This is an optimization exercise on Yosys and OpenROAD, whose aim is small area, not a production implementation.
RTL that was checked went through simulation tests only; none was proved equivalent to the original.
Only the layout flow was run in runs 4 and 5; the RTL was not checked for function there.
Power is estimated from default activity; no workload was simulated.

### flow/config.mk
export PLATFORM = sky130hd
export DESIGN_NAME = spi_interface
export DESIGN_NICKNAME = spi_interface
export VERILOG_FILES = /design/flow/design.v
export SDC_FILE = /design/flow/constraint.sdc
export NUM_CORES = 8
export LEC_CHECK = 0
export ABC_AREA = 1
export CAP_MARGIN = 20
export CORE_MARGIN = 2
export CORE_UTILIZATION = 75
export PLACE_DENSITY = 0.8
export SLEW_MARGIN = 20
### flow/constraint.sdc
create_clock -name core_clock -period 5.0 [get_ports {clk}]
set_input_delay 1.0000 -clock core_clock [delete_from_list [all_inputs] [get_ports {clk}]]
set_output_delay 1.0000 -clock core_clock [all_outputs]
set_load 0.01 [all_outputs]
### flow/design.v
module spi_interface(
    output reg          mosi,
    input               miso,
    input               clk,
    input               rst,
    output reg          RX_valid,
    output reg [7:0]    output_shift_register,
    input               TX_valid,
    input [7:0]         input_shift_register
);
genvar j, p;
function is_jc8;
    input [3:0] c;
    input integer n;
    case (n)
        0: is_jc8 = ~c[0] & ~c[3];
        1: is_jc8 =  c[0] & ~c[1];
        2: is_jc8 =  c[1] & ~c[2];
        3: is_jc8 =  c[2] & ~c[3];
        4: is_jc8 =  c[3] &  c[0];
        5: is_jc8 = ~c[0] &  c[1];
        6: is_jc8 = ~c[1] &  c[2];
        default: is_jc8 = ~c[2] & c[3];
    endcase
endfunction
reg       r_in;                                 
reg       r_out;                                
reg [3:0] r_bit;                                
reg [3:0] r_q;                                  
reg [1:0] r_m;
reg       r_int;                                
wire r_k8   = (r_q == 4'd2) & (r_m == 2'd2);
wire r_k40  = (r_q == 4'd13) & (r_m == 2'd1);
wire r_end  = r_k40 | (r_int & r_k8);
wire r_last = r_in & is_jc8(r_bit, 7) & r_end;
wire r_odd  = r_q[0] ^ r_m[0];                  
reg [41:0] rr [0:7];
wire [7:0] r_tap;
generate
    for (j = 0; j < 8; j = j + 1) begin : rl
        wire here = r_in & is_jc8(r_bit, j);
        always @(posedge clk)
            rr[j] <= {(here & ~r_odd) ? miso : rr[j][0], rr[j][41:22],
                      (here &  r_odd) ? miso : rr[j][21], rr[j][20:1]};
        reg t;
        always @(*) begin
            case (r_m)
                2'd0: t = r_int ? rr[j][(12 + j) % 42] : rr[j][(8 + j) % 42];
                2'd1: t = r_int ? rr[j][(40 + j) % 42] : rr[j][(36 + j) % 42];
                default: t = r_int ? rr[j][(26 + j) % 42] : rr[j][(22 + j) % 42];
            endcase
        end
        assign r_tap[7-j] = t;
    end
endgenerate
always @(posedge clk) begin
    if (r_in & (r_q == 4'd0) & (r_m == 2'd0) & is_jc8(r_bit, 1))
        r_int <= miso;
end
always @(posedge clk or posedge rst) begin
    if (rst) begin
        r_in <= 1'b0;
        r_out <= 1'b0;
        RX_valid <= 1'b0;
        output_shift_register <= 8'd0;
    end else begin
        r_in <= r_in ? ~r_last : (~r_out & ~miso);
        r_out <= r_last | (r_out & ~r_end);
        RX_valid <= r_last | r_out;
        if (r_out)
            output_shift_register <= r_tap;
    end
end
wire r_inc = r_out | (r_in & is_jc8(r_bit, 7));
always @(posedge clk) begin
    if (~(r_in | r_out) | r_last | (r_out & r_end)) begin
        r_bit <= 4'd0;
        r_q <= 4'd0;
        r_m <= 2'd0;
    end else begin
        if (r_in)
            r_bit <= {r_bit[2:0], ~r_bit[3]};
        if (r_inc) begin
            if (r_m == 2'd2) begin
                r_m <= 2'd0;
                r_q <= r_q + 4'd1;
            end else begin
                r_m <= r_m + 2'd1;
            end
        end
    end
end
reg       t_in;                                 
reg       t_out;                                
reg [2:0] t_bit;
reg [3:0] t_q;                                  
reg [1:0] t_m;
wire t_k8   = (t_q == 4'd2) & (t_m == 2'd2);
wire t_k40  = (t_q == 4'd13) & (t_m == 2'd1);
reg [41:0] tr [0:7];
generate
    for (j = 0; j < 8; j = j + 1) begin : tl
        wire d = input_shift_register[7-j];
        always @(posedge clk)
            tr[j] <= {(t_in & (t_m == 2'd2)) ? d : tr[j][0], tr[j][41:36],
                      (t_in & (t_m == 2'd1)) ? d : tr[j][35], tr[j][34:29],
                      (t_in & (t_m == 2'd0)) ? d : tr[j][28], tr[j][27:1]};
    end
endgenerate
reg t_tap;
integer jj;
always @(*) begin
    t_tap = 1'b0;
    for (jj = 0; jj < 8; jj = jj + 1)
        if (t_bit == jj)
            t_tap = t_q[0] ? tr[jj][8 - jj] : tr[jj][29 - jj];
end
wire t_end  = (t_bit == 3'd7) & (t_k40 | (tr[1][0] & t_k8));
always @(posedge clk or posedge rst) begin
    if (rst) begin
        t_in <= 1'b0;
        t_out <= 1'b0;
        mosi <= 1'b1;
    end else begin
        t_in <= t_in ? ~t_k40 : (~t_out & TX_valid);
        t_out <= (t_in & t_k40) | (t_out & ~t_end);
        if (t_out)
            mosi <= t_tap;
        else
            mosi <= ~(t_in | TX_valid);
    end
end
wire t_inc = t_in | (t_bit == 3'd7);
always @(posedge clk) begin
    if (~(t_in | t_out) | (t_in & t_k40) | (t_out & t_end)) begin
        t_bit <= 3'd0;
        t_q <= 4'd0;
        t_m <= 2'd0;
    end else begin
        if (t_out)
            t_bit <= t_bit + 3'd1;
        if (t_inc) begin
            if (t_m == 2'd2) begin
                t_m <= 2'd0;
                t_q <= t_q + 4'd1;
            end else begin
                t_m <= t_m + 2'd1;
            end
        end
    end
end
endmodule
### flow/flow/run.sh
#!/bin/bash
# The standard layout, with our own clock tree synthesis options.
set -euo pipefail
export CTS_ARGS="-sink_clustering_enable -repair_clock_nets -sink_clustering_size 18 -sink_clustering_max_diameter 50 -buf_list sky130_fd_sc_hd__buf_6 -dont_use_dummy_load"
export BUFFER_PORTS_ARGS="-buffer_cell sky130_fd_sc_hd__buf_1"
bash standard.sh > standard.log 2>&1
### flow/standard.sh
#!/bin/bash
# synth_recipe.tcl (not shown) runs the flow's synth.tcl, then flattens the netlist and writes it again
# the make line also repeats each setting of config.mk as NAME=value (left out here)
make -C /OpenROAD-flow-scripts/flow DESIGN_CONFIG=/design/flow/config.mk WORK_HOME=/design/flow/orfs CLKGATE_MAP_FILE= SYNTH_SCRIPT=/design/flow/synth_recipe.tcl "${@:-finish}"
==> results of run 1 <==
-- cell type report --
| type | count | area share |
|---|---|---|
| Sequential cell | 706 | 0.838 |
| Timing Repair Buffer | 21 | 0.00465 |
| Inverter | 48 | 0.0106 |
| Multi-Input combinational cell | 306 | 0.0966 |
| Clock buffer | 45 | 0.0299 |
| Tap cell | 275 | 0.0203 |
-- cells by family after synthesis --
logic type,count (synthesis)
fa+ha+maj,13
flops,706
compound gates,121
mux,2
simple gates,164
buf+inv,63
xor+xnor,6
-- synth_stat cells, types with 2 or more instances --
| master | instances |
|---|---|
| xor2_1 | 3 |
| o211ai_1 | 5 |
| clkbuf_1 | 10 |
| nor3_1 | 3 |
| buf_2 | 4 |
| nand4_1 | 4 |
| xnor2_1 | 2 |
| dfrtp_1 | 13 |
| inv_2 | 2 |
| dfxtp_1 | 691 |
| nand3_1 | 12 |
| inv_1 | 43 |
| or2_2 | 2 |
| a31oi_1 | 17 |
| a21oi_1 | 34 |
| nor2_1 | 61 |
| o22a_1 | 7 |
| a22oi_1 | 13 |
| ha_1 | 13 |
| o21ai_0 | 38 |
| clkinv_1 | 3 |
| o22ai_1 | 2 |
| nand2_1 | 79 |
-- worst min-delay path by stage --
stage / depth (start not counted) / start / slack, ns / end
CTS: 0 / rr[5][35]$_DFF_P_ / 0.30 / rr[5][34]$_DFF_P_
detailed placement: 0 / tr[3][12]$_DFF_P_ / 0.31 / tr[3][11]$_DFF_P_
finish: 0 / tr[1][15]$_DFF_P_ / 0.29 / tr[1][14]$_DFF_P_
global route: 0 / tr[1][15]$_DFF_P_ / 0.29 / tr[1][14]$_DFF_P_
floorplan: 0 / rr[0][1]$_DFF_P_ / 0.31 / rr[0][0]$_DFF_P_
global placement: 0 / rr[6][34]$_DFF_P_ / 0.31 / rr[6][33]$_DFF_P_
-- registers in the layout, summed over array words and instances (netlist names), named ones only --
| name | count |
|---|---|
| r_in | 1 |
| t_bit | 3 |
| r_q | 4 |
| RX_valid | 1 |
| r_int | 1 |
| output_shift_register | 8 |
| rr | 336 |
| t_q | 4 |
| r_bit | 4 |
| t_out | 1 |
| r_m | 2 |
| tr | 336 |
| mosi | 1 |
| t_m | 2 |
| t_in | 1 |
-- metrics by stage --
step                cells  hold slack, ns
finish               1401           0.294
global route         1401           0.294
CTS                  1401           0.298
detailed placement   1356           0.312
global placement     1356           0.310
floorplan            1075           0.310
-- routing by layer --
metal  part of all wire  routed length [µm]  track usage
met5                  0                   0            0
met4              0.023                 506       0.0684
met3              0.049                1080       0.0373
met2               0.46               10200        0.326
met1               0.46               10200        0.278
-- where the power goes --
| group | switching (mW) | internal [mW] |
|---|---|---|
| Combinational | 0.277 | 0.141 |
| Clock | 1.49 | 0.700 |
| Sequential | 0.408 | 6.93 |
| Total | 2.17 | 7.77 |
-- cell usage in the layout, fill, tap and decap left out, types with 4 or more instances in the layout --
master and n:
dfrtp_1 13, nand3_1 12, ha_1 13, o21ai_0 38, o211ai_1 5, buf_6 45, nand2_1 79, dfxtp_1 691
buf_1 21, inv_1 43, nand4_1 4, o22a_1 7, a22oi_1 13, nor2_1 60, a21oi_1 34, a31oi_1 17
==> impl_metrics.tcl, run 1 <==
set metrics [dict create \
    total_power_mw 9.94 \
    final_design_area_no_fill_mm2 0.0170 \
    overflow 0 \
    crit_family "flip-flops" \
    areaGrowthSynthToFinish_pct 5.39 \
    grt_util_all_layers 0.201 \
    finalNetCount 1153 \
    grt_pass1_wl_um 34900 \
    numCtsBuffers 45 \
    power_leakage_nw 7.06 \
    synth_cells 1075 \
    reg2regPathDepth 6 \
    worstPathRequired_ns 4.00 \
    worst_ep_arrival_time_ns 1.19 \
    root_buffer "buf_6" \
    crit_type "register to primary output" \
    synth.top_cells.by_area "dfxtp_1 86%, dfrtp_1 2.0%, nand2_1 1.8%, nor2_1 1.4%, o21ai_0 1.2%" \
    cts_buffer_depth 3 \
    grt_max_degree 21 \
    cts_tree "done" \
    wl_um 22000 \
    dr.pass1.iters 5 \
    endpoint_kind "primary output" \
    clock_latency_ns 0.52 \
    fp.dieW_um 151 \
    clock_sinks 706 \
    wire_per_inst_um 15.7 \
    status "timing/DRC/antenna clean" \
    rows 53 \
    rsz0062_at_grt "no" \
    crit_path_start "mosi$_DFF_PP1_" \
    antenna_left 0 \
    synthFlopType "dfxtp_1" \
    grt_antenna_before_repair 1 \
    cellPowerDensity_mw_per_mm2 586 \
    final_layout_size_suffix_gt1_frac 0.0515 \
    seqCellArea_mm2 0.0142 \
    synth_cell_type_count 37 \
    start_util 0.766 \
    routed_via_density 4.99 \
    synth_adder_area_share 0.0101 \
    crit_cells 1 \
    syn_area_per_cell_um2 15.0 \
    design.die.area_mm2 0.0227 \
    syn_area_mm2 0.0161 \
    drtIter0Drc 351 \
    hpwl_um 13700 \
    path_buf_inv 1 \
    min_period_ns 2.19 \
    setup_violations 0 \
    skew_ns 0.0467 \
    cp_slowest_cell "dfstp_2" \
    place_worst_setup_slack_ns 2.85 \
    synth-simple-area-share 0.0411 \
    tns_ns 0 \
    multi_input_comb_area_mm2 0.00164 \
    dpl_cell_area_mm2 0.0165 \
    relSlewSlack 0.412 \
    synthArstFlopShare 0.0198 \
    fmax_ghz 0.456 \
    slew_viol_final 0 \
    post_cts_buffers 0 \
    path_max_fanout 1 \
    ys_ff_latch 706 \
    synth_xor_area_frac 0.00373 \
    synthesis.nets 1100 \
    yosysWarnings 3 \
    worst_slew_pin_slew_ns 0.878 \
    dieHeight_um 151 \
    max-cap-violations 0 \
    critPathLaunchType "register" \
    peakVddDrop_v 0.000537 \
    coreArea_mm2 0.0210 \
    yosys.area.top_type "dfxtp_1" \
    utilization 0.807 \
    synth.top_cell.area_share 0.859 \
    synth_top_family_by_area "compound AO/OA/AOI/OAI gates" \
    clk_pin_slew_ns 0.11 \
    period_share 0.438 \
    min_path_type "register to register" \
    vias 6992 \
    slowest_delay_ns 0.55 \
    synth_edf_count 1 \
    antenna_cells 0 \
    hold_viol 0 \
    fillCellCount 1072 \
    worst_slack_ns 2.81 \
    synth_mux_area_frac 0.00132 \
    portBuffers 21 \
    path_cells "buf_1" \
    reg2reg_from "r_m[1]$_SDFFE_PP0N_" \
    r2r_setup_slack_ns 2.87 \
    cp-endpoint "mosi" \
    io_pins 22 \
    postCtsHoldBufs 0 \
    yosysSeqAreaShare 0.883 \
    drcViolationCount 0 \
    grt_pass1_vias 6937 \
    cts_htree_levels 2 \
    rr_endpoint "output_shift_register[1]$_DFFE_PP0P_" \
    synth_compound_area_frac 0.0454 \
    post_cts_resized 0 \
    globalplace.congestion 0.836 \
]
==> run 2, diff against run 1 <==
==> flow/flow/run.sh (replaced) <==
#!/bin/bash
# The standard layout, with our own clock tree synthesis options.
set -euo pipefail
export CTS_ARGS="-sink_clustering_enable -repair_clock_nets -sink_clustering_size 13 -sink_clustering_max_diameter 40 -buf_list sky130_fd_sc_hd__buf_4 -dont_use_dummy_load"
export BUFFER_PORTS_ARGS="-buffer_cell sky130_fd_sc_hd__buf_1"
bash standard.sh > standard.log 2>&1
==> run 2 against run 1 <==
  * Non-clock buffer count did not move
  * Critical path depth did not move
  * Worst hold slack got worse by 0.0038 ns
  * Combinational power fell by 2%
  * Global-route usage rose by 0.10 points
  * Critical path type unchanged
  * Largest power group unchanged
==> impl_metrics.tcl, run 2 <==
set metrics [dict create \
    power_leakage_nw 7.08 \
    synth_edf_count 1 \
    hold_viol 0 \
    rsz0062_at_grt "no" \
    synthArstFlopShare 0.0198 \
    drcViolationCount 0 \
    grt_pass1_wl_um 35100 \
    cts_htree_levels 2 \
    synth_cells 1075 \
    grt_util_all_layers 0.202 \
    tns_ns 0 \
    synth.top_cells.by_area "dfxtp_1 86%, dfrtp_1 2.0%, nand2_1 1.8%, nor2_1 1.4%, o21ai_0 1.2%" \
    wl_um 21700 \
    crit_type "register to primary output" \
    synth_compound_area_frac 0.0454 \
    cts_tree "done" \
    wire_per_inst_um 15.3 \
    crit_path_start "mosi$_DFF_PP1_" \
    cellPowerDensity_mw_per_mm2 580 \
    hpwl_um 13700 \
    dieHeight_um 151 \
    clock_sinks 706 \
    finalNetCount 1169 \
    synth_adder_area_share 0.0101 \
    clk_pin_slew_ns 0.11 \
    final_layout_size_suffix_gt1_frac 0.0648 \
    ys_ff_latch 706 \
    post_cts_resized 0 \
    numCtsBuffers 61 \
    slew_viol_final 0 \
    hp-start "rr[4][22]$_DFF_P_" \
    synthFlopType "dfxtp_1" \
    postCtsHoldBufs 0 \
    areaGrowthSynthToFinish_pct 5.11 \
    cts_buffer_depth 3 \
    endpoint_kind "primary output" \
    synth_mux_area_frac 0.00132 \
    grt_antenna_before_repair 1 \
    vias 7025 \
    synth_most_common_cell "dfxtp_1" \
    path_cells "buf_1" \
    design.die.area_mm2 0.0227 \
    dr.pass1.iters 6 \
    grt_max_degree 21 \
    worst_slew_pin_slew_ns 0.854 \
    period_share 0.464 \
    min_period_ns 2.32 \
    yosys.area.top_type "dfxtp_1" \
    antenna_left 0 \
    highest_layer "met4" \
    io_pins 22 \
    dpl.cell_count 1356 \
    yosysWarnings 3 \
    yosysSeqAreaShare 0.883 \
    peakVddDrop_v 0.000441 \
    final_design_area_no_fill_mm2 0.0169 \
    worst_ep_arrival_time_ns 1.32 \
    synth-simple-area-share 0.0411 \
    synth_top_family_by_area "compound AO/OA/AOI/OAI gates" \
    path_max_fanout 1 \
    crit_family "flip-flops" \
    fmax_ghz 0.431 \
    globalplace.congestion 0.836 \
    wl_met2_um 10200 \
    synth.top_cell.area_share 0.859 \
    coreArea_mm2 0.0210 \
    start_util 0.766 \
    critPathLaunchType "register" \
    skew_ns 0.0508 \
    post_cts_buffers 0 \
    root_buffer "buf_4" \
    fillCellCount 1099 \
    routed_via_density 4.95 \
    overflow 0 \
    rows 53 \
    portBuffers 21 \
    synth_xor_area_frac 0.00373 \
    path_buf_inv 1 \
    worstPathRequired_ns 4.00 \
    relSlewSlack 0.428 \
    drtIter0Drc 347 \
    final_cell_mix "691 x dfxtp_1, 79 x nand2_1, 61 x buf_4, 60 x nor2_1, 43 x inv_1" \
    clock_latency_ns 0.63 \
    synthesis.nets 1100 \
    synth_cell_type_count 37 \
    wl_met1_um 10200 \
    final_cells 1419 \
    synthTopCellsByCount "691 x dfxtp_1, 79 x nand2_1, 61 x nor2_1" \
    min_path_type "register to register" \
    syn_area_mm2 0.0161 \
    layout_commonest_cell "dfxtp_1" \
    wl_met3_um 864 \
    fp.dieW_um 151 \
    dpl_cell_area_mm2 0.0165 \
    status "timing/DRC/antenna clean" \
    grt_pass1_vias 7045 \
    cp_slowest_cell "dfstp_2" \
    reg_top3 "rr (336), tr (336), output_shift_register (8)" \
    slowest_delay_ns 0.55 \
    setup_violations 0 \
    total_power_mw 9.82 \
    reg2reg_from "r_m[1]$_SDFFE_PP0N_" \
    max-cap-violations 0 \
    syn_area_per_cell_um2 15.0 \
]
==> run 2: final cells by class <==
type	count	area, µm²	area share
multi-input cells	306	1640	0.0969
inverters	48	180	0.0106
flip-flops and latches	706	14200	0.840
diodes	2	5.00	0.000296
well taps	275	344	0.0203
repair buffers	21	78.8	0.00466
clock buffers	61	458	0.0271
==> run 2: layer usage <==
metal	GRT usage	up-vias
li1	-	3514
met1	0.278	3303
met2	0.321	157
met3	0.0430	51
met4	0.0769	0
met5	0	-
==> run 2: report_power, final <==
group	switching, mW	internal (mW)	total (mW)
combinational	0.268	0.140	0.409
sequential	0.404	6.93	7.33
clock	1.46	0.620	2.08
total	2.13	7.69	9.82
==> run 2: worst reg2reg max path, delay by kind of cell (launching register included) <==
kind / cells / cell delay, ns
AND/OR/NAND/NOR: 2 / 0.38
flip-flops: 1 / 0.77
AO/OA/AOI/OAI: 3 / 0.54
buffers and inverters: 1 / 0.30
==> run 2: stage by stage <==
step | setup slack (ns) | hold WS [ns] | util
3_3_place_gp | 2.99 | 0.310 | 0.783
3_5_place_dp | 2.85 | 0.312 | 0.783
5_1_grt | 2.59 | 0.271 | 0.805
6_report | 2.68 | 0.290 | 0.805
4_1_cts | 2.60 | 0.283 | 0.805
2_1_floorplan | 3.41 | 0.310 | -
==> run 2: worst paths after layout <==
path | end | depth (start not counted) | slack (ns)
min in group asynchronous | output_shift_register[4]$_DFFE_PP0P_ | 2 | 0.47
min reg2reg | rr[4][21]$_DFF_P_ | 0 | 0.29
max in group asynchronous | async pin | 2 | 4.02
max | mosi | 1 | 2.68
min | rr[4][21]$_DFF_P_ | 0 | 0.29
max reg2reg | r_q[2]$_SDFFE_PP0P_ | 6 | 2.86
==> run 2: logic make-up after synthesis <==
family / Yosys count
AO/OA/AOI/OAI: 121
XOR/XNOR: 6
adder cells (fa/ha/maj): 13
buffers and inverters: 63
flip-flops: 706
multiplexers: 2
AND/OR/NAND/NOR: 164
==> run 3, diff against run 2 <==
--- a/flow/design.v
+++ b/flow/design.v
@@ -25,6 +25,6 @@
 endfunction
 reg       r_in;                                 
-reg       r_out;                                
 reg [3:0] r_bit;                                
+wire      r_out = RX_valid & r_bit[0];
 reg [3:0] r_q;                                  
 reg [1:0] r_m;
@@ -61,10 +61,8 @@
     if (rst) begin
         r_in <= 1'b0;
-        r_out <= 1'b0;
         RX_valid <= 1'b0;
         output_shift_register <= 8'd0;
     end else begin
         r_in <= r_in ? ~r_last : (~r_out & ~miso);
-        r_out <= r_last | (r_out & ~r_end);
         RX_valid <= r_last | r_out;
         if (r_out)
@@ -74,11 +72,12 @@
 wire r_inc = r_out | (r_in & is_jc8(r_bit, 7));
 always @(posedge clk) begin
+    if (r_in)
+        r_bit <= r_last ? 4'b0001 : {r_bit[2:0], ~r_bit[3]};
+    else if (~r_out | r_end)
+        r_bit <= 4'b0000;
     if (~(r_in | r_out) | r_last | (r_out & r_end)) begin
-        r_bit <= 4'd0;
         r_q <= 4'd0;
         r_m <= 2'd0;
     end else begin
-        if (r_in)
-            r_bit <= {r_bit[2:0], ~r_bit[3]};
         if (r_inc) begin
             if (r_m == 2'd2) begin
==> flow/flow/run.sh (replaced) <==
#!/bin/bash
# The standard layout, with our own clock tree synthesis options.
set -euo pipefail
export CTS_ARGS="-sink_clustering_enable -repair_clock_nets -dont_use_dummy_load -sink_clustering_size 13 -sink_clustering_max_diameter 35 -buf_list sky130_fd_sc_hd__buf_4"
export BUFFER_PORTS_ARGS="-buffer_cell sky130_fd_sc_hd__buf_1"
bash standard.sh > standard.log 2>&1
==> run 3 against run 2 <==
  * Combinational power rose by 110%
  * Still clean on timing, DRC and antenna
  * Routed wire length rose by 2.8%
  * Largest cell class unchanged
  * Sequential power rose by about 20%
==> impl_metrics.tcl, run 3 <==
set metrics [dict create \
    switching_share 0.243 \
    root_buffer "buf_4" \
    worst_slew_pin_slew_ns 0.722 \
    critPathLaunchType "register" \
    reg2regPathDepth 4 \
    skew_ns 0.0374 \
    grt_pass1_wl_um 35800 \
    portBuffers 21 \
    antenna_left 0 \
    grt_max_degree 23 \
    p_switching_mw 2.86 \
    sequentialPowerShare 0.748 \
    design.die.area_mm2 0.0226 \
    cellPowerDensity_mw_per_mm2 695 \
    crit_path_start "mosi$_DFF_PP1_" \
    cp-endpoint "mosi" \
    post_cts_buffers 0 \
    p_clk_frac 0.177 \
    power_leakage_nw 7.09 \
    wl_um 22300 \
    fmax_ghz 0.426 \
    synthTopCellsByCount "687 x dfxtp_1, 74 x nand2_1, 69 x nor2_1" \
    cts_tree "done" \
    grt_antenna_before_repair 3 \
    hpwl_um 14100 \
    p_comb_frac 0.074 \
    numCtsBuffers 61 \
    overflow 0 \
    fp.dieW_um 150 \
    highest_layer "met4" \
    r2r_setup_slack_ns 3.04 \
    period_share 0.469 \
    syn_area_mm2 0.0161 \
    synth_edf_count 5 \
    synthFlopType "dfxtp_1" \
    slew_viol_final 0 \
    seqCellArea_mm2 0.0142 \
    io_pins 22 \
    cts_htree_levels 2 \
    synth_cell_type_count 38 \
    max-cap-violations 0 \
    yosysSeqAreaShare 0.885 \
    min_path_type "register to register" \
    status "timing/DRC/antenna clean" \
    crit_family "flip-flops" \
    path_cells "buf_1" \
    endpoint_kind "primary output" \
    setup_violations 0 \
    ys_ff_latch 705 \
    dieHeight_um 150 \
    worst_slack_ns 2.65 \
    globalplace.congestion 0.808 \
    hp-start "rr[6][31]$_DFF_P_" \
    syn_area_per_cell_um2 15.0 \
    final_layout_size_suffix_gt1_frac 0.0674 \
    cp_slowest_cell "dfstp_2" \
    peakVddDrop_v 0.000453 \
    reg2reg_from "r_int$_DFFE_PP_" \
    grt_pass1_vias 7248 \
    synth.top_cells.by_area "dfxtp_1 86%, dfrtp_1 1.9%, nand2_1 1.7%, nor2_1 1.6%, o21ai_0 1.4%" \
    reg_top3 "rr (336), tr (336), output_shift_register (8)" \
    multi_input_comb_area_mm2 0.00162 \
    synthArstFlopShare 0.0184 \
    slowest_delay_ns 0.55 \
    clock_sinks 705 \
    drcViolationCount 0 \
    wire_per_inst_um 15.7 \
    synth_cells 1075 \
    fillCellCount 1116 \
    wl_met3_um 1050 \
    p_int_mw 8.90 \
    clk_pin_slew_ns 0.12 \
    start_util 0.765 \
    rr_endpoint "output_shift_register[3]$_DFFE_PP0P_" \
    clock_latency_ns 0.63 \
    worst_ep_arrival_time_ns 1.35 \
    synth_most_common_cell "dfxtp_1" \
    crit_cells 1 \
    place_worst_setup_slack_ns 3.10 \
    yosysWarnings 3 \
    min_period_ns 2.35 \
    relSlewSlack 0.518 \
    vias 7028 \
    hold_viol 0 \
    drtIter0Drc 408 \
    synth.top_cell.area_share 0.855 \
    rows 53 \
    cts_buffer_depth 3 \
    postCtsHoldBufs 0 \
    post_cts_resized 0 \
    grt_util_all_layers 0.207 \
    crit_type "register to primary output" \
    wl_met2_um 10300 \
    finalNetCount 1170 \
    holdPathStages 0 \
    synthesis.nets 1100 \
    areaGrowthSynthToFinish_pct 5.19 \
    coreArea_mm2 0.0210 \
    routed_via_density 4.95 \
    layout_commonest_cell "dfxtp_1" \
    rsz0062_at_grt "no" \
    final_cell_mix "687 x dfxtp_1, 74 x nand2_1, 69 x nor2_1, 62 x buf_4, 46 x o21ai_0" \
    tns_ns 0 \
    path_max_fanout 1 \
    path_buf_inv 1 \
    worstPathRequired_ns 4.00 \
    dr.pass1.iters 5 \
    wl_met1_um 10300 \
    yosys.area.top_type "dfxtp_1" \
]
## run 3: cell types whose count changed after synthesis, sizes merged, moves of 2 or more
cell    change
edfxtp      +4
o22a        -2
clkinv      -2
a41oi       +3
o21ai       +8
dfxtp       -4
a21oi       -2
nor2        +9
a22oi       -5
nand2       -6
## run 3: power groups by stage
stage | Clock, mW | Sequential [mW] | Combinational, mW
after floorplan | 0 | 8.50 | 0.676
after global placement | 0 | 8.81 | 0.816
after detailed placement | 0 | 8.92 | 0.864
after CTS | 2.16 | 8.84 | 0.871
after global routing | 2.36 | 9.02 | 1.00
final | 2.08 | 8.80 | 0.874
## run 3: area by class of cell
cell class	count	share of cell area
diodes	3	0.000444
inverters	46	0.0103
flip-flops and latches	705	0.841
well taps	275	0.0203
repair buffers	22	0.00510
clock buffers	61	0.0271
multi-input cells	309	0.0956
## run 3: cell families after synthesis
kind of cell,Yosys count,synth area share
adders and majority gates,13,0.0101
DFF,705,0.885
and+or+nand+nor,170,0.0433
buffers and inverters,61,0.0146
AOI/OAI and AO/OA,121,0.0440
xor gates and xnor gates,5,0.00319
## run 3: how the worst min path moves through the flow
stage | endpoint | slack (ns)
6_report | rr[6][30]$_DFF_P_ | 0.31
3_5_place_dp | tr[2][35]$_DFF_P_ | 0.31
5_1_grt | rr[6][19]$_DFF_P_ | 0.30
2_1_floorplan | rr[0][0]$_DFF_P_ | 0.31
4_1_cts | rr[6][30]$_DFF_P_ | 0.31
3_3_place_gp | tr[2][22]$_DFF_P_ | 0.31
## run 3: per-stage QoR
step	hold slack, ns	instances	instance area (µm²)	power, mW	util
after global routing	0.304	1419	16900	12.4	0.805
after global placement	0.310	1357	16500	9.63	0.783
after CTS	0.306	1418	16900	11.9	0.804
after floorplan	0.310	1075	16100	9.18	-
final	0.308	1421	16900	11.8	0.805
after detailed placement	0.312	1357	16500	9.79	0.783
## run 3: per-layer routing
metal,GRT usage,up-vias
met5,0,-
met4,0.0802,0
met3,0.0461,52
met2,0.339,159
met1,0.272,3292
li1,-,3525
==> run 4, diff against run 3 <==
--- a/flow/design.v
+++ b/flow/design.v
@@ -92,5 +92,5 @@
 reg       t_in;                                 
 reg       t_out;                                
-reg [2:0] t_bit;
+reg [3:0] t_bit;                                
 reg [3:0] t_q;                                  
 reg [1:0] t_m;
@@ -112,8 +112,8 @@
     t_tap = 1'b0;
     for (jj = 0; jj < 8; jj = jj + 1)
-        if (t_bit == jj)
+        if (is_jc8(t_bit, jj))
             t_tap = t_q[0] ? tr[jj][8 - jj] : tr[jj][29 - jj];
 end
-wire t_end  = (t_bit == 3'd7) & (t_k40 | (tr[1][0] & t_k8));
+wire t_end  = is_jc8(t_bit, 7) & (t_k40 | (tr[1][0] & t_k8));
 always @(posedge clk or posedge rst) begin
     if (rst) begin
@@ -130,13 +130,13 @@
     end
 end
-wire t_inc = t_in | (t_bit == 3'd7);
+wire t_inc = t_in | is_jc8(t_bit, 7);
 always @(posedge clk) begin
     if (~(t_in | t_out) | (t_in & t_k40) | (t_out & t_end)) begin
-        t_bit <= 3'd0;
+        t_bit <= 4'd0;
         t_q <= 4'd0;
         t_m <= 2'd0;
     end else begin
         if (t_out)
-            t_bit <= t_bit + 3'd1;
+            t_bit <= {t_bit[2:0], ~t_bit[3]};
         if (t_inc) begin
             if (t_m == 2'd2) begin
==> run 4 against run 3 <==
  * Still clean
  * Clock-buffer cell count is 5 higher
  * Critical path depth rose by 5
  * Non-clock buffer count did not move
  * Area after synthesis grew 0.10%
  * Routed wire length shrank 2.8%
  * Sequential share of layout area barely moved
  * Worst hold slack got worse by 0.026 ns
  * Sequential power decreased by 16%
  * Clock power is 4% higher
  * Register-to-register slack worse by 0.31 ns
  * Global-route usage fell by 0.77 points
  * Cell count rose by 1.2%
  * Largest power group unchanged
==> impl_metrics.tcl, run 4 <==
set metrics [dict create \
    synth.top_cells.by_area "dfxtp_1 86%, nor2_1 1.9%, dfrtp_1 1.9%, nand2_1 1.8%, o21ai_0 1.7%" \
    gr-usage-met1 0.279 \
    relSlewSlack 0.412 \
    slew_viol_final 0 \
    postCtsHoldBufs 0 \
    clk_pin_slew_ns 0.12 \
    coreArea_mm2 0.0210 \
    portBuffers 21 \
    worst_slew_pin_slew_ns 0.882 \
    tns_ns 0 \
    cts_tree "done" \
    drcViolationCount 0 \
    hpwl_um 13500 \
    post_cts_buffers 0 \
    fillCellCount 1109 \
    dieHeight_um 151 \
    path_buf_inv 1 \
    vias 7075 \
    yosysSeqAreaShare 0.885 \
    rsz0062_at_grt "no" \
    rows 53 \
    crit_family "flip-flops" \
    r2r_setup_slack_ns 2.73 \
    power_leakage_nw 7.14 \
    antenna_left 0 \
    final_layout_size_suffix_gt1_frac 0.0714 \
    start_util 0.766 \
    peakVddDrop_v 0.000414 \
    utilization 0.806 \
    synthArstFlopShare 0.0184 \
    wire_per_inst_um 15.1 \
    synth.top_cell.area_share 0.856 \
    cts_htree_levels 3 \
    sequentialPowerShare 0.739 \
    yosys.area.top_type "dfxtp_1" \
    switching_share 0.219 \
    p_int_mw 7.77 \
    hold_slack_ns 0.282 \
    crit_type "register to register" \
    synth_edf_count 5 \
    final_cell_mix "688 x dfxtp_1, 83 x nor2_1, 78 x nand2_1, 67 x buf_4, 55 x o21ai_0" \
    p_clk_frac 0.218 \
    setup_violations 0 \
    synth_most_common_cell "dfxtp_1" \
    path_max_fanout 27 \
    drtIter0Drc 444 \
    dr.pass1.iters 5 \
    synthesis.nets 1108 \
    post_cts_resized 0 \
    overflow 0 \
    hold_viol 0 \
    reg_top3 "rr (336), tr (336), output_shift_register (8)" \
    cp_slowest_cell "edfxtp_1" \
    cellPowerDensity_mw_per_mm2 588 \
    grt_util_all_layers 0.199 \
    grt_max_degree 28 \
    period_share 0.453 \
    p_switching_mw 2.18 \
    busiest_layer "met2" \
    min_path_type "register to register" \
    areaGrowthSynthToFinish_pct 5.18 \
    critPathLaunchType "register" \
    cts_buffer_depth 3 \
    skew_ns 0.0521 \
    routed_via_density 4.92 \
    p_comb_frac 0.043 \
    globalplace.congestion 0.805 \
    endpoint_kind "register" \
    synthTopCellsByCount "688 x dfxtp_1, 83 x nor2_1, 78 x nand2_1" \
    finalNetCount 1183 \
    worst_ep_arrival_time_ns 2.73 \
    yosysWarnings 3 \
    layout_commonest_cell "dfxtp_1" \
    syn_area_per_cell_um2 14.8 \
    status "timing/DRC/antenna clean" \
    slowest_delay_ns 0.95 \
    grt_antenna_before_repair 2 \
    root_buffer "buf_4" \
    min_period_ns 2.27 \
    grt_use_met2 0.299 \
    worstPathRequired_ns 5.46 \
    numCtsBuffers 66 \
    clock_latency_ns 0.59 \
    io_pins 22 \
    design.die.area_mm2 0.0227 \
    fp.dieW_um 151 \
    wl_um 21700 \
    use_met3 0.0512 \
    grt_pass1_wl_um 34100 \
    grt_pass1_vias 7023 \
    path_cells "inv_1 -> nor2_1 -> nor2_1 -> o21ai_0 -> o21ai_0 -> o22a_1" \
    synthFlopType "dfxtp_1" \
    max-cap-violations 0 \
    ys_ff_latch 706 \
    synth_cells 1089 \
    fmax_ghz 0.441 \
    clock_sinks 706 \
    syn_area_mm2 0.0161 \
    synth_cell_type_count 38 \
    total_power_mw 9.96 \
]
==> run 4: logic make-up after synthesis <==
kind of cell             after synthesis  synth area share
XOR/XNOR                               6           0.00373
AO/OA/AOI/OAI                        114            0.0402
AND/OR/NAND/NOR                      191            0.0479
flip-flops                           706             0.885
buffers and inverters                 65            0.0176
adder cells (fa/ha/maj)                7           0.00544
==> run 4: per-layer routing <==
layer	part of all wire	vias up
li1	-	3545
met1	0.49	3312
met2	0.44	166
met3	0.041	50
met4	0.026	2
met5	0.00060	-
==> run 4: area by class of cell <==
cell class,instances,area (µm²),area share
Inverter,50,190,0.0112
Clock buffer,66,495,0.0293
Sequential cell,706,14200,0.842
Multi-Input combinational cell,318,1570,0.0924
Timing Repair Buffer,22,86.3,0.00510
Tap cell,275,344,0.0203
Antenna cell,1,2.50,0.000148
==> run 4: per-stage QoR <==
step                cell area, µm²  setup WS, ns  instances
floorplan                    16100          3.48       1089
global route                 16900          2.61       1438
detailed placement           16400          2.81       1371
global placement             16400          2.92       1371
CTS                          16900          2.69       1437
finish                       16900          2.73       1438
==> run 4: power by group through the flow <==
stage | combinational [mW] | sequential (mW) | clock (mW)
5_1_grt | 0.510 | 7.48 | 2.46
4_1_cts | 0.436 | 7.38 | 2.24
6_report | 0.432 | 7.36 | 2.17
3_5_place_dp | 0.427 | 7.49 | 0
2_1_floorplan | 0.340 | 7.28 | 0
3_3_place_gp | 0.414 | 7.42 | 0
==> run 4: final timing paths <==
kind / start / to / depth (start not counted)
max: r_int$_DFFE_PP_ / output_shift_register[7]$_DFFE_PP0P_ / 6
min: tr[2][38]$_DFF_P_ / tr[2][37]$_DFF_P_ / 0
max reg2reg: r_int$_DFFE_PP_ / output_shift_register[7]$_DFFE_PP0P_ / 6
min reg2reg: tr[2][38]$_DFF_P_ / tr[2][37]$_DFF_P_ / 0
max in group asynchronous: rst / output_shift_register[6]$_DFFE_PP0P_ / 2
min in group asynchronous: rst / output_shift_register[4]$_DFFE_PP0P_ / 2
==> run 5, diff against run 4 <==
--- a/flow/design.v
+++ b/flow/design.v
@@ -36,20 +36,23 @@
 wire r_odd  = r_q[0] ^ r_m[0];                  
 reg [41:0] rr [0:7];
-wire [7:0] r_tap;
+wire miso_n = ~miso;
+wire [7:0] r_next;                              
+wire [5:0] r_sel = {6{r_out}} & {r_int & (r_m == 2'd2), ~r_int & (r_m == 2'd2),
+                                 r_int & (r_m == 2'd1), ~r_int & (r_m == 2'd1),
+                                 r_int & (r_m == 2'd0), ~r_int & (r_m == 2'd0)};
 generate
     for (j = 0; j < 8; j = j + 1) begin : rl
         wire here = r_in & is_jc8(r_bit, j);
+        wire in_even, in_odd;                   
+        spi_interface_ins ins_even (.dn(miso_n), .sn(~(here & ~r_odd)), .fb(rr[j][0]),  .y(in_even));
+        spi_interface_ins ins_odd  (.dn(miso_n), .sn(~(here &  r_odd)), .fb(rr[j][21]), .y(in_odd));
         always @(posedge clk)
-            rr[j] <= {(here & ~r_odd) ? miso : rr[j][0], rr[j][41:22],
-                      (here &  r_odd) ? miso : rr[j][21], rr[j][20:1]};
-        reg t;
-        always @(*) begin
-            case (r_m)
-                2'd0: t = r_int ? rr[j][(12 + j) % 42] : rr[j][(8 + j) % 42];
-                2'd1: t = r_int ? rr[j][(40 + j) % 42] : rr[j][(36 + j) % 42];
-                default: t = r_int ? rr[j][(26 + j) % 42] : rr[j][(22 + j) % 42];
-            endcase
-        end
-        assign r_tap[7-j] = t;
+            rr[j] <= {in_even, rr[j][41:22], in_odd, rr[j][20:1]};
+        spi_interface_pick7 pick (
+            .t({rr[j][(26 + j) % 42], rr[j][(22 + j) % 42],
+                rr[j][(40 + j) % 42], rr[j][(36 + j) % 42],
+                rr[j][(12 + j) % 42], rr[j][(8 + j) % 42]}),
+            .s(r_sel), .q(output_shift_register[7-j]), .h(~r_out),
+            .y(r_next[7-j]));
     end
 endgenerate
@@ -66,6 +69,5 @@
         r_in <= r_in ? ~r_last : (~r_out & ~miso);
         RX_valid <= r_last | r_out;
-        if (r_out)
-            output_shift_register <= r_tap;
+        output_shift_register <= r_next;
     end
 end
@@ -92,5 +94,5 @@
 reg       t_in;                                 
 reg       t_out;                                
-reg [3:0] t_bit;                                
+reg [2:0] t_bit;
 reg [3:0] t_q;                                  
 reg [1:0] t_m;
@@ -98,11 +100,14 @@
 wire t_k40  = (t_q == 4'd13) & (t_m == 2'd1);
 reg [41:0] tr [0:7];
+wire [2:0] t_sn = ~({3{t_in}} & {t_m == 2'd2, t_m == 2'd1, t_m == 2'd0});
 generate
     for (j = 0; j < 8; j = j + 1) begin : tl
-        wire d = input_shift_register[7-j];
+        wire dn = ~input_shift_register[7-j];
+        wire in2, in1, in0;                     
+        spi_interface_ins ins2 (.dn(dn), .sn(t_sn[2]), .fb(tr[j][0]),  .y(in2));
+        spi_interface_ins ins1 (.dn(dn), .sn(t_sn[1]), .fb(tr[j][35]), .y(in1));
+        spi_interface_ins ins0 (.dn(dn), .sn(t_sn[0]), .fb(tr[j][28]), .y(in0));
         always @(posedge clk)
-            tr[j] <= {(t_in & (t_m == 2'd2)) ? d : tr[j][0], tr[j][41:36],
-                      (t_in & (t_m == 2'd1)) ? d : tr[j][35], tr[j][34:29],
-                      (t_in & (t_m == 2'd0)) ? d : tr[j][28], tr[j][27:1]};
+            tr[j] <= {in2, tr[j][41:36], in1, tr[j][34:29], in0, tr[j][27:1]};
     end
 endgenerate
@@ -112,8 +117,8 @@
     t_tap = 1'b0;
     for (jj = 0; jj < 8; jj = jj + 1)
-        if (is_jc8(t_bit, jj))
+        if (t_bit == jj)
             t_tap = t_q[0] ? tr[jj][8 - jj] : tr[jj][29 - jj];
 end
-wire t_end  = is_jc8(t_bit, 7) & (t_k40 | (tr[1][0] & t_k8));
+wire t_end  = (t_bit == 3'd7) & (t_k40 | (tr[1][0] & t_k8));
 always @(posedge clk or posedge rst) begin
     if (rst) begin
@@ -130,13 +135,13 @@
     end
 end
-wire t_inc = t_in | is_jc8(t_bit, 7);
+wire t_inc = t_in | (t_bit == 3'd7);
 always @(posedge clk) begin
     if (~(t_in | t_out) | (t_in & t_k40) | (t_out & t_end)) begin
-        t_bit <= 4'd0;
+        t_bit <= 3'd0;
         t_q <= 4'd0;
         t_m <= 2'd0;
     end else begin
         if (t_out)
-            t_bit <= {t_bit[2:0], ~t_bit[3]};
+            t_bit <= t_bit + 3'd1;
         if (t_inc) begin
             if (t_m == 2'd2) begin
@@ -150,2 +155,27 @@
 end
 endmodule
+module spi_interface_ins(
+    input  dn,
+    input  sn,
+    input  fb,
+    output y
+);
+wire b;
+spi_interface_nand2 g0 (.a(sn), .b(fb), .y(b));
+spi_interface_o21ai g1 (.a1(dn), .a2(sn), .b1(b), .y(y));
+endmodule
+module spi_interface_nand2(input a, b, output y);
+assign y = ~(a & b);
+endmodule
+module spi_interface_o21ai(input a1, a2, b1, output y);
+assign y = ~((a1 | a2) & b1);
+endmodule
+module spi_interface_pick7(
+    input [5:0] t,
+    input [5:0] s,
+    input       q,
+    input       h,
+    output      y
+);
+assign y = (|(t & s)) | (q & h);
+endmodule
--- a/flow/config.mk
+++ b/flow/config.mk
@@ -6,5 +6,5 @@
 export NUM_CORES = 8
 export LEC_CHECK = 0
-export ABC_AREA = 1
+export ABC_AREA = 0
 export CAP_MARGIN = 20
 export CORE_MARGIN = 2
@@ -12,2 +12,3 @@
 export PLACE_DENSITY = 0.8
 export SLEW_MARGIN = 20
+export SYNTH_HIERARCHICAL = 1
==> run 5 against run 4 <==
  * Sequential power down 7.7%
  * First-iteration DRC count down 12%
  * Register-to-register slack worse by 0.11 ns
  * Synthesized cell count down 8.2%
  * Critical path depth down 2
  * Routed wire length up 4.7%
  * Die area down 0.78%
  * Clock skew up 0.0021 ns
  * Area after synthesis down 0.80%
  * Worst hold slack better by 0.011 ns
  * Global-route usage up 1.8 points
  * Largest power group unchanged
==> impl_metrics.tcl, run 5 <==
set metrics [dict create \
    status "timing/DRC/antenna clean" \
    reg_top3 "rr (336), tr (336), output_shift_register (8)" \
    coreArea_mm2 0.0210 \
    dpl.cell_count 1287 \
    io_pins 22 \
    synth_top_family_by_area "simple AND/OR/NAND/NOR gates" \
    wire_per_inst_um 16.8 \
    syn_area_per_cell_um2 16.0 \
    yosys.area.top_type "dfxtp_1" \
    power_leakage_nw 6.95 \
    synth_adder_area_share 0.0102 \
    vias 6793 \
    globalplace.congestion 0.814 \
    fmax_ghz 0.420 \
    path_max_fanout 22 \
    portBuffers 21 \
    tns_ns 0 \
    synth_mux_area_frac 0.00682 \
    synth.top_cells.by_area "dfxtp_1 86%, dfrtp_1 1.9%, nand2_1 1.5%, o21ai_1 1.3%, ha_1 1.0%" \
    place_worst_setup_slack_ns 2.24 \
    start_util 0.762 \
    dieHeight_um 150 \
    worst_slew_pin_slew_ns 1.02 \
    grt_max_degree 23 \
    skew_ns 0.0542 \
    min_path_type "register to register" \
    hpwl_um 14500 \
    fp.dieW_um 150 \
    clock_latency_ns 0.59 \
    cts_buffer_depth 3 \
    synth_compound_area_frac 0.0382 \
    critPathLaunchType "register" \
    worstPathRequired_ns 5.47 \
    cts_tree "done" \
    relSlewSlack 0.317 \
    rows 53 \
    synth_xor_area_frac 0.00494 \
    peakVddDrop_v 0.000301 \
    fillCellCount 1117 \
    root_buffer "buf_4" \
    final_cell_mix "687 x dfxtp_1, 66 x buf_4, 63 x nand2_1, 40 x o21ai_1, 24 x inv_1" \
    period_share 0.476 \
    synthTopCellsByCount "687 x dfxtp_1, 63 x nand2_1, 40 x o21ai_1" \
    setup_violations 0 \
    yosysWarnings 11 \
    design.die.area_mm2 0.0225 \
    areaGrowthSynthToFinish_pct 5.62 \
    endpoint_kind "register" \
    cts_htree_levels 3 \
    antenna_left 0 \
    clk_pin_slew_ns 0.10 \
    synth.top_cell.area_share 0.861 \
    cellPowerDensity_mw_per_mm2 548 \
    hold_slack_ns 0.294 \
    synth_cells 1000 \
    clock_sinks 705 \
    overflow 0 \
    post_cts_resized 0 \
    synth_most_common_cell "dfxtp_1" \
    wl_um 22700 \
    grt_antenna_before_repair 1 \
    min_period_ns 2.38 \
    synth_edf_count 5 \
    drcViolationCount 0 \
    worst_ep_arrival_time_ns 2.85 \
    synthesis.nets 1025 \
    synth-simple-area-share 0.0400 \
    synth_cell_type_count 49 \
    drtIter0Drc 391 \
    synthFlopType "dfxtp_1" \
    layout_commonest_cell "dfxtp_1" \
    hold_viol 0 \
    ys_ff_latch 705 \
    slew_viol_final 0 \
    grt_pass1_vias 7065 \
    yosysSeqAreaShare 0.891 \
    worst_slack_ns 2.62 \
    syn_area_mm2 0.0160 \
    final_layout_size_suffix_gt1_frac 0.0759 \
    routed_via_density 5.01 \
    crit_type "register to register" \
    numCtsBuffers 66 \
    grt_util_all_layers 0.217 \
    finalNetCount 1108 \
    rsz0062_at_grt "no" \
    post_cts_buffers 0 \
    postCtsHoldBufs 0 \
    dr.pass1.iters 6 \
    max-cap-violations 0 \
    grt_pass1_wl_um 36600 \
    final_cells 1357 \
    synthArstFlopShare 0.0184 \
]
run 5: cell count changes after synthesis, moves of 7 or more:
cell      before  now
nand2_1       78   63
a21oi_1       27    9
o21ai_1        1   40
a222oi_1       0    8
a31oi_1       18    1
a22oi_1        0   17
nor2_1        83   20
nor3_1         2   15
o21ai_0       55    3
nand3_1       18   11
inv_1         45   24
run 5: metal layers:
metal	wire length, µm	global-route usage
met5	0	0
met3	1160	0.0549
met1	10400	0.295
met4	743	0.0849
met2	10500	0.340
run 5: path summary, 6_finish.rpt:
kind | from | to | slack [ns] | depth (start not counted)
worst min register to register | rr[5][40]$_DFF_P_ | rr[5][39]$_DFF_P_ | 0.29 | 0
min in group asynchronous | rst | t_in$_DFF_PP0_ | 0.47 | 2
max in group asynchronous | rst | output_shift_register[1]$_DFF_PP0_ | 4.10 | 2
worst max register to register | r_bit[0]$_SDFFCE_PN0P_ | output_shift_register[1]$_DFF_PP0_ | 2.62 | 4
worst max-delay path | r_bit[0]$_SDFFCE_PN0P_ | output_shift_register[1]$_DFF_PP0_ | 2.62 | 4
worst min-delay path | rr[5][40]$_DFF_P_ | rr[5][39]$_DFF_P_ | 0.29 | 0
run 5: cell families after synthesis:
family          after synthesis
fa+ha+maj                    13
flops                       705
compound gates               93
simple gates                137
buf+inv                      33
mux                          10
xor+xnor                      9
run 5: critical path, stage by stage, from the launching register on:
cell and delay [ns]:
edfxtp_1 0.47, nand2_1 0.48, nor3_1 0.99, a22oi_1 0.22, nand3_1 0.15
run 5: area by class of cell:
class / instances / area (µm²) / share of cell area
Inverter: 24 / 90.1 / 0.00534
Sequential cell: 705 / 14200 / 0.844
Antenna cell: 1 / 2.50 / 0.000148
Multi-Input combinational cell: 262 / 1610 / 0.0955
Tap cell: 275 / 344 / 0.0204
Timing Repair Buffer: 24 / 93.8 / 0.00556
Clock buffer: 66 / 495 / 0.0294
run 5: power by group:
| group | total (mW) | internal [mW] | switching [mW] |
|---|---|---|---|
| logic | 0.294 | 0.103 | 0.190 |
| clock network | 2.17 | 0.676 | 1.49 |
| registers | 6.79 | 6.45 | 0.343 |
run 5: per-module statistics from Yosys (local to each module, per instance), excerpt:
module / flops+latches / times used
spi_interface: 705 / 1
spi_interface_pick7: 0 / 8
spi_interface_o21ai: 0 / 40
spi_interface_nand2: 0 / 40
run 5: per-stage QoR:
stage | power [mW] | area, µm² | util
after global routing | 9.63 | 16900 | 0.805
final | 9.25 | 16900 | 0.805
after detailed placement | 7.20 | 16300 | 0.780
after CTS | 9.31 | 16800 | 0.803
after global placement | 7.14 | 16300 | 0.780
after floorplan | 6.96 | 16000 | -
==> run 6, diff against run 5 <==
--- a/flow/design.v
+++ b/flow/design.v
@@ -74,8 +74,6 @@
 wire r_inc = r_out | (r_in & is_jc8(r_bit, 7));
 always @(posedge clk) begin
-    if (r_in)
-        r_bit <= r_last ? 4'b0001 : {r_bit[2:0], ~r_bit[3]};
-    else if (~r_out | r_end)
-        r_bit <= 4'b0000;
+    r_bit[3:1] <= (r_in & ~r_last) ? r_bit[2:0] : 3'b000;
+    r_bit[0]   <= r_in ? (r_last | ~r_bit[3]) : (r_out & ~r_end);
     if (~(r_in | r_out) | r_last | (r_out & r_end)) begin
         r_q <= 4'd0;
@@ -112,12 +110,20 @@
     end
 endgenerate
-reg t_tap;
-integer jj;
-always @(*) begin
-    t_tap = 1'b0;
-    for (jj = 0; jj < 8; jj = jj + 1)
-        if (t_bit == jj)
-            t_tap = t_q[0] ? tr[jj][8 - jj] : tr[jj][29 - jj];
-end
+wire [15:0] t_taps;
+generate
+    for (j = 0; j < 8; j = j + 1) begin : ttap
+        assign t_taps[2*j]   = tr[j][29 - j];
+        assign t_taps[2*j+1] = tr[j][8 - j];
+    end
+endgenerate
+wire [3:0] t_sel = {t_bit, t_q[0]};
+wire [3:0] t_m4;
+wire t_tap;
+generate
+    for (j = 0; j < 4; j = j + 1) begin : tm
+        spi_interface_mux4 m (.a(t_taps[4*j +: 4]), .s(t_sel[1:0]), .y(t_m4[j]));
+    end
+endgenerate
+spi_interface_mux4 tm4 (.a(t_m4), .s(t_sel[3:2]), .y(t_tap));
 wire t_end  = (t_bit == 3'd7) & (t_k40 | (tr[1][0] & t_k8));
 always @(posedge clk or posedge rst) begin
@@ -171,4 +177,11 @@
 assign y = ~((a1 | a2) & b1);
 endmodule
+module spi_interface_mux4(
+    input [3:0] a,
+    input [1:0] s,
+    output      y
+);
+assign y = a[s];
+endmodule
 module spi_interface_pick7(
     input [5:0] t,
==> run 6 against run 5 <==
  * Clock power about the same
  * Non-clock buffer count down 1
  * Sequential cell count unchanged
  * Area after synthesis down 1.0%
  * Fmax up 4.7%
  * Clock-buffer cell count unchanged
  * Total power up 0.94%
  * Cell area down 0.88%
  * Die area down 0.99%
  * Global-route usage down 0.65 points
  * First-iteration DRC count up 9.0%
  * Synthesized cell count down 2.7%
==> impl_metrics.tcl, run 6 <==
set metrics [dict create \
    p_comb_frac 0.033 \
    grt_util_all_layers 0.210 \
    overflow 0 \
    cts_buffer_depth 3 \
    vias 6641 \
    holdPathStages 0 \
    relSlewSlack 0.269 \
    grt_pass1_wl_um 35200 \
    synthArstFlopShare 0.0184 \
    slew_viol_final 0 \
    crit_family "flip-flops" \
    max-cap-violations 0 \
    drcViolationCount 0 \
    synthFlopType "dfxtp_1" \
    synth_cell_type_count 48 \
    yosysWarnings 11 \
    io_pins 22 \
    reg2regPathDepth 5 \
    setup_violations 0 \
    grt_pass1_vias 6856 \
    holdPathEnd "tr[7][29]$_DFF_P_" \
    postCtsHoldBufs 0 \
    worst_ep_arrival_time_ns 1.27 \
    period_share 0.455 \
    ys_ff_latch 705 \
    sequentialPowerShare 0.733 \
    rsz0062_at_grt "no" \
    worstPathRequired_ns 4.00 \
    synth_most_common_cell "dfxtp_1" \
    switching_share 0.219 \
    post_cts_resized 0 \
    highest_layer "met4" \
    cp_slowest_cell "dfstp_2" \
    drtIter0Drc 426 \
    start_util 0.759 \
    reg2reg_from "r_bit[0]$_DFF_P_" \
    clk_pin_slew_ns 0.10 \
    hp-start "tr[7][30]$_DFF_P_" \
    post_cts_buffers 0 \
    hold_viol 0 \
    path_max_fanout 1 \
    fmax_ghz 0.440 \
    p_clk_frac 0.234 \
    finalNetCount 1080 \
    path_cells "buf_1" \
    design.die.area_mm2 0.0223 \
    root_buffer "buf_4" \
    synthTopCellsByCount "691 x dfxtp_1, 63 x nand2_1, 40 x o21ai_1" \
    wire_per_inst_um 16.8 \
    peakVddDrop_v 0.000347 \
    wl_met1_um 10200 \
    worst_slew_pin_slew_ns 1.09 \
    synth.top_cells.by_area "dfxtp_1 88%, dfrtp_1 1.9%, nand2_1 1.5%, o21ai_1 1.3%, a22oi_1 0.76%" \
    cellPowerDensity_mw_per_mm2 558 \
    clock_sinks 705 \
    routed_via_density 4.98 \
    areaGrowthSynthToFinish_pct 5.77 \
    p_switching_mw 2.05 \
    hold_slack_ns 0.279 \
    path_buf_inv 1 \
    wl_um 22400 \
    globalplace.congestion 0.923 \
    synth.top_cell.area_share 0.875 \
    antenna_left 0 \
    power_leakage_nw 6.88 \
    p_int_mw 7.29 \
    syn_area_per_cell_um2 16.2 \
    wl_met2_um 10600 \
    endpoint_kind "primary output" \
    grt_max_degree 18 \
    min_path_type "register to register" \
    min_period_ns 2.27 \
    fp.dieW_um 149 \
    hpwl_um 13700 \
    wl_met3_um 936 \
    final_layout_size_suffix_gt1_frac 0.0795 \
    tns_ns 0 \
    final_cells 1333 \
    cts_htree_levels 3 \
    dr.pass1.iters 5 \
    crit_type "register to primary output" \
    final_cell_mix "691 x dfxtp_1, 68 x buf_4, 63 x nand2_1, 40 x o21ai_1, 26 x nor2_1" \
    syn_area_mm2 0.0158 \
    seqCellArea_mm2 0.0142 \
    dieHeight_um 149 \
    yosys.area.top_type "dfxtp_1" \
    critPathLaunchType "register" \
    cts_tree "done" \
    synthesis.nets 994 \
    multi_input_comb_area_mm2 0.00152 \
    fillCellCount 1127 \
    numCtsBuffers 66 \
    grt_antenna_before_repair 1 \
    clock_latency_ns 0.60 \
    rr_endpoint "output_shift_register[3]$_DFF_PP0_" \
    layout_commonest_cell "dfxtp_1" \
    coreArea_mm2 0.0208 \
    dpl.cell_count 1266 \
    status "timing/DRC/antenna clean" \
    synth_cells 973 \
    portBuffers 21 \
    r2r_setup_slack_ns 2.94 \
    reg_top3 "rr (336), tr (336), output_shift_register (8)" \
    rows 53 \
    synth_edf_count 1 \
    skew_ns 0.0460 \
    slowest_delay_ns 0.56 \
    yosysSeqAreaShare 0.898 \
]
## run 6: cell count changes after synthesis, sizes merged, moves of 3 or more
cell | before | now
inv | 24 | 20
nor3 | 15 | 4
ha | 13 | 9
a21oi | 9 | 6
nor2 | 20 | 26
mux2 | 4 | 0
edfxtp | 5 | 1
and3 | 0 | 3
dfxtp | 687 | 691
mux4 | 0 | 5
clkbuf | 5 | 2
mux2i | 6 | 3
## run 6: per-layer routing
| layer | vias to the layer above | GRT usage |
|---|---|---|
| met2 | 165 | 0.331 |
| met5 | - | 0 |
| li1 | 3283 | - |
| met1 | 3136 | 0.284 |
| met3 | 57 | 0.0453 |
| met4 | 0 | 0.0986 |
## run 6: per-module statistics from Yosys, one instance, submodules excluded, a selection
module | cells inside | flip-flops and latches
spi_interface_nand2 | 1 | 0
spi_interface_mux4 | 1 | 0
spi_interface_o21ai | 1 | 0
spi_interface | 856 | 705
spi_interface_pick7 | 4 | 0
## run 6: area by class of cell
cell class	instances	area share
antenna	1	0.000150
tap	275	0.0206
inverter	20	0.00464
clock buffer	66	0.0296
timing repair buffer	23	0.00561
sequential	705	0.849
multi-input combinational	243	0.0907
## run 6: kinds of logic after synthesis
kind of cell	after synthesis	synth area share
mux	8	0.00902
simple gates	131	0.0383
fa+ha+maj	9	0.00712
xor+xnor	9	0.00499
compound gates	86	0.0362
buf+inv	25	0.00673
flops	705	0.898
## run 6: how the worst max path moves through the flow
stage / startpoint / cells past startpoint / endpoint
floorplan: t_q[0]$_SDFFE_PP0P_ / 4 / mosi$_DFF_PP1_
global placement: r_bit[0]$_DFF_P_ / 5 / output_shift_register[3]$_DFF_PP0_
detailed placement: r_bit[0]$_DFF_P_ / 5 / output_shift_register[4]$_DFF_PP0_
CTS: mosi$_DFF_PP1_ / 1 / mosi
global route: mosi$_DFF_PP1_ / 1 / mosi
finish: mosi$_DFF_PP1_ / 1 / mosi
## run 6: power groups by stage
stage                     logic (mW)  clock network [mW]  registers, mW
after floorplan                0.249                   0           6.79
after global placement         0.289                   0           6.91
after detailed placement       0.301                   0           6.96
after CTS                      0.303                2.25           6.85
after global routing           0.347                2.46           6.93
final                          0.307                2.18           6.85
## run 6: stage by stage
step	utilization	setup slack, ns	area (µm²)	power (mW)
floorplan	-	3.28	15800	7.04
global placement	0.779	3.16	16200	7.20
detailed placement	0.779	2.94	16200	7.27
CTS	0.803	2.69	16700	9.40
global route	0.803	2.66	16700	9.74
finish	0.803	2.73	16700	9.34
==> run 7, diff against run 6 <==
--- a/flow/design.v
+++ b/flow/design.v
@@ -101,5 +101,5 @@
 generate
     for (j = 0; j < 8; j = j + 1) begin : tl
-        wire dn = ~input_shift_register[7-j];
+        wire dn = input_shift_register[7-j];   
         wire in2, in1, in0;                     
         spi_interface_ins ins2 (.dn(dn), .sn(t_sn[2]), .fb(tr[j][0]),  .y(in2));
@@ -126,5 +126,5 @@
 endgenerate
 spi_interface_mux4 tm4 (.a(t_m4), .s(t_sel[3:2]), .y(t_tap));
-wire t_end  = (t_bit == 3'd7) & (t_k40 | (tr[1][0] & t_k8));
+wire t_end  = (t_bit == 3'd7) & (t_k40 | (~tr[1][0] & t_k8));
 always @(posedge clk or posedge rst) begin
     if (rst) begin
@@ -136,5 +136,5 @@
         t_out <= (t_in & t_k40) | (t_out & ~t_end);
         if (t_out)
-            mosi <= t_tap;
+            mosi <= ~t_tap;
         else
             mosi <= ~(t_in | TX_valid);
==> run 7 against run 6 <==
  * Synthesized cell count shrank 0.82%
  * Critical endpoint unchanged
  * Die area shrank 0.25%
  * Register-to-register slack gained 0.04 ns
==> impl_metrics.tcl, run 7 <==
set metrics [dict create \
    status "timing/DRC/antenna clean" \
    root_buffer "buf_4" \
    dpl.cell_count 1258 \
    fp.dieW_um 149 \
    synth_cells 965 \
    dr.pass1.iters 5 \
    syn_area_per_cell_um2 16.3 \
    grt_max_degree 18 \
    clock_latency_ns 0.61 \
    drcViolationCount 0 \
    slew_viol_final 0 \
    worstPathRequired_ns 4.00 \
    fmax_ghz 0.436 \
    cp_slowest_cell "dfstp_2" \
    clock_sinks 705 \
    design.die.area_mm2 0.0222 \
    tns_ns 0 \
    worst_slew_pin_slew_ns 1.03 \
    endpoint_kind "primary output" \
    postCtsHoldBufs 0 \
    layout_commonest_cell "dfxtp_1" \
    coreArea_mm2 0.0208 \
    min_period_ns 2.29 \
    relSlewSlack 0.310 \
    syn_area_mm2 0.0158 \
    grt_antenna_before_repair 1 \
    setup_violations 0 \
    vias 6596 \
    grt_pass1_vias 6837 \
    peakVddDrop_v 0.000410 \
    power_leakage_nw 6.86 \
    post_cts_resized 0 \
    synth_edf_count 1 \
    grt_pass1_wl_um 35500 \
    globalplace.congestion 0.885 \
    synthesis.nets 986 \
    grt_util_all_layers 0.213 \
    synthTopCellsByCount "691 x dfxtp_1, 62 x nand2_1, 40 x o21ai_1" \
    rows 53 \
    rsz0062_at_grt "no" \
    path_max_fanout 1 \
    wire_per_inst_um 16.9 \
    holdPathStages 0 \
    cts_buffer_depth 3 \
    critPathLaunchType "register" \
    portBuffers 21 \
    hold_viol 0 \
    skew_ns 0.0437 \
    max-cap-violations 0 \
    finalNetCount 1072 \
    wl_um 22400 \
    cts_tree "done" \
    synth_most_common_cell "dfxtp_1" \
    overflow 0 \
    hp-start "tr[5][29]$_DFF_P_" \
    synthArstFlopShare 0.0184 \
    drtIter0Drc 514 \
    total_power_mw 11.2 \
    yosys.area.top_type "dfxtp_1" \
    dieHeight_um 149 \
    ys_ff_latch 705 \
    final_cell_mix "691 x dfxtp_1, 68 x buf_4, 62 x nand2_1, 40 x o21ai_1, 25 x nor2_1" \
    final_layout_size_suffix_gt1_frac 0.0782 \
    synth.top_cell.area_share 0.877 \
    post_cts_buffers 0 \
    yosysSeqAreaShare 0.900 \
    clk_pin_slew_ns 0.11 \
    path_buf_inv 1 \
    yosysWarnings 11 \
    antenna_left 0 \
    synth.top_cells.by_area "dfxtp_1 88%, dfrtp_1 1.9%, nand2_1 1.5%, o21ai_1 1.3%, a22oi_1 0.76%" \
    numCtsBuffers 66 \
    reg_top3 "rr (336), tr (336), output_shift_register (8)" \
    reg2regPathDepth 5 \
    period_share 0.459 \
    worst_ep_arrival_time_ns 1.29 \
    synthFlopType "dfxtp_1" \
    routed_via_density 4.98 \
    slowest_delay_ns 0.56 \
    crit_path_start "mosi$_DFF_PP1_" \
    cts_htree_levels 3 \
    hpwl_um 14100 \
    crit_family "flip-flops" \
    cellPowerDensity_mw_per_mm2 671 \
    final_cells 1325 \
    start_util 0.757 \
    crit_cells 1 \
    areaGrowthSynthToFinish_pct 5.75 \
    io_pins 22 \
    path_cells "buf_1" \
    reg2reg_from "r_bit[0]$_DFF_P_" \
    synth_cell_type_count 47 \
    min_path_type "register to register" \
    crit_type "register to primary output" \
]
[run 7: area by class of cell]
cell class,instances,area (µm²)
flip-flops and latches,705,14200
fillers,1127,4150
repair buffers,23,93.8
diodes,1,2.50
well taps,275,344
multi-input cells,242,1500
inverters,13,51.3
clock buffers,66,495
[run 7: modules after synthesis, one instance, submodules excluded, a selection]
| module | cells | flip-flops and latches | cell area (µm²) |
|---|---|---|---|
| spi_interface_mux4 | 1 | 0 | 22.5 |
| spi_interface_nand2 | 1 | 0 | 3.75 |
| spi_interface | 848 | 705 | 15100 |
| spi_interface_o21ai | 1 | 0 | 5.00 |
| spi_interface_pick7 | 4 | 0 | 30.0 |
[run 7: metrics by stage]
step           hold WS (ns)  setup slack (ns)  utilization  cell area (µm²)
6_report              0.303              2.71        0.801            16700
5_1_grt               0.305              2.63        0.801            16700
3_5_place_dp          0.312              3.01        0.777            16200
4_1_cts               0.298              2.66        0.801            16700
3_3_place_gp          0.310              3.16        0.777            16200
2_1_floorplan         0.310              3.27            -            15800
[run 7: cells by family (layout without fill, tap and decap cells)]
logic type                 Yosys count  after routing  share of synthesized area
AOI/OAI and AO/OA                   85             85                     0.0353
buffers and inverters               18            102                    0.00508
adders and majority gates            9              9                    0.00714
muxes                                8              8                    0.00905
and+or+nand+nor                    131            131                     0.0385
other                                0              1                          0
xor gates and xnor gates             9              9                    0.00500
DFF                                705            705                      0.900
[run 7: per-layer routing]
layer	wire length, µm	track usage
met1	10200	0.285
met5	0	0
met2	10700	0.343
met4	634	0.0871
met3	857	0.0483
[run 7: worst paths after layout]
path	to	slack [ns]
max in group asynchronous	r_in$_DFF_PP0_	4.12
max	mosi	2.71
min	tr[5][28]$_DFF_P_	0.30
min in group asynchronous	output_shift_register[5]$_DFF_PP0_	0.48
min reg2reg	tr[5][28]$_DFF_P_	0.30
max reg2reg	output_shift_register[4]$_DFF_PP0_	2.98
[run 7: report_power, final]
group / internal [mW] / switching [mW]
Combinational: 0.234 / 0.363
Sequential: 7.71 / 0.722
Clock: 0.676 / 1.49
Total: 8.61 / 2.57

==> separate check: timing with driven ports <==
No port has a modelled driver above. Below, the same layouts with a new extraction and two added sets of constraints. Step 1, drivers: a clkbuf_16 drives clk and a buf_2 each remaining input, both assumed. Step 2 moves the port delays by t, midway between the first and last clock arrival at a register: inputs arrive t later, outputs are due t later. That takes back most of the time a late clock gives input paths. Slacks: ideal ports / drivers / drivers and shift; pairs: ideal ports / drivers.
| run | t, ns | slack for setup (ns) | latest minus earliest clock arrival (ns) | worst slew at a driven data input, ns | cell pins on the clock port's net |
|---|---|---|---|---|---|
| run 1 | 0.544 | 2.809 / 2.764 / 2.868 | 0.054 / 0.054 | 0.04 | 1 |
| run 2 | 0.649 | 2.681 / 2.638 / 2.859 | 0.051 / 0.052 | 0.03 | 1 |
| run 3 | 0.654 | 2.654 / 2.610 / 3.043 | 0.042 / 0.042 | 0.04 | 1 |
| run 4 | 0.603 | 2.733 / 2.704 / 2.733 | 0.066 / 0.067 | 0.06 | 1 |
| run 5 | 0.601 | 2.618 / 2.618 / 2.618 | 0.056 / 0.056 | 0.06 | 1 |
| run 6 | 0.617 | 2.725 / 2.685 / 2.940 | 0.058 / 0.058 | 0.04 | 1 |
| run 7 | 0.619 | 2.706 / 2.666 / 2.984 | 0.056 / 0.056 | 0.04 | 1 |
After both steps setup and hold are still met in every run listed.
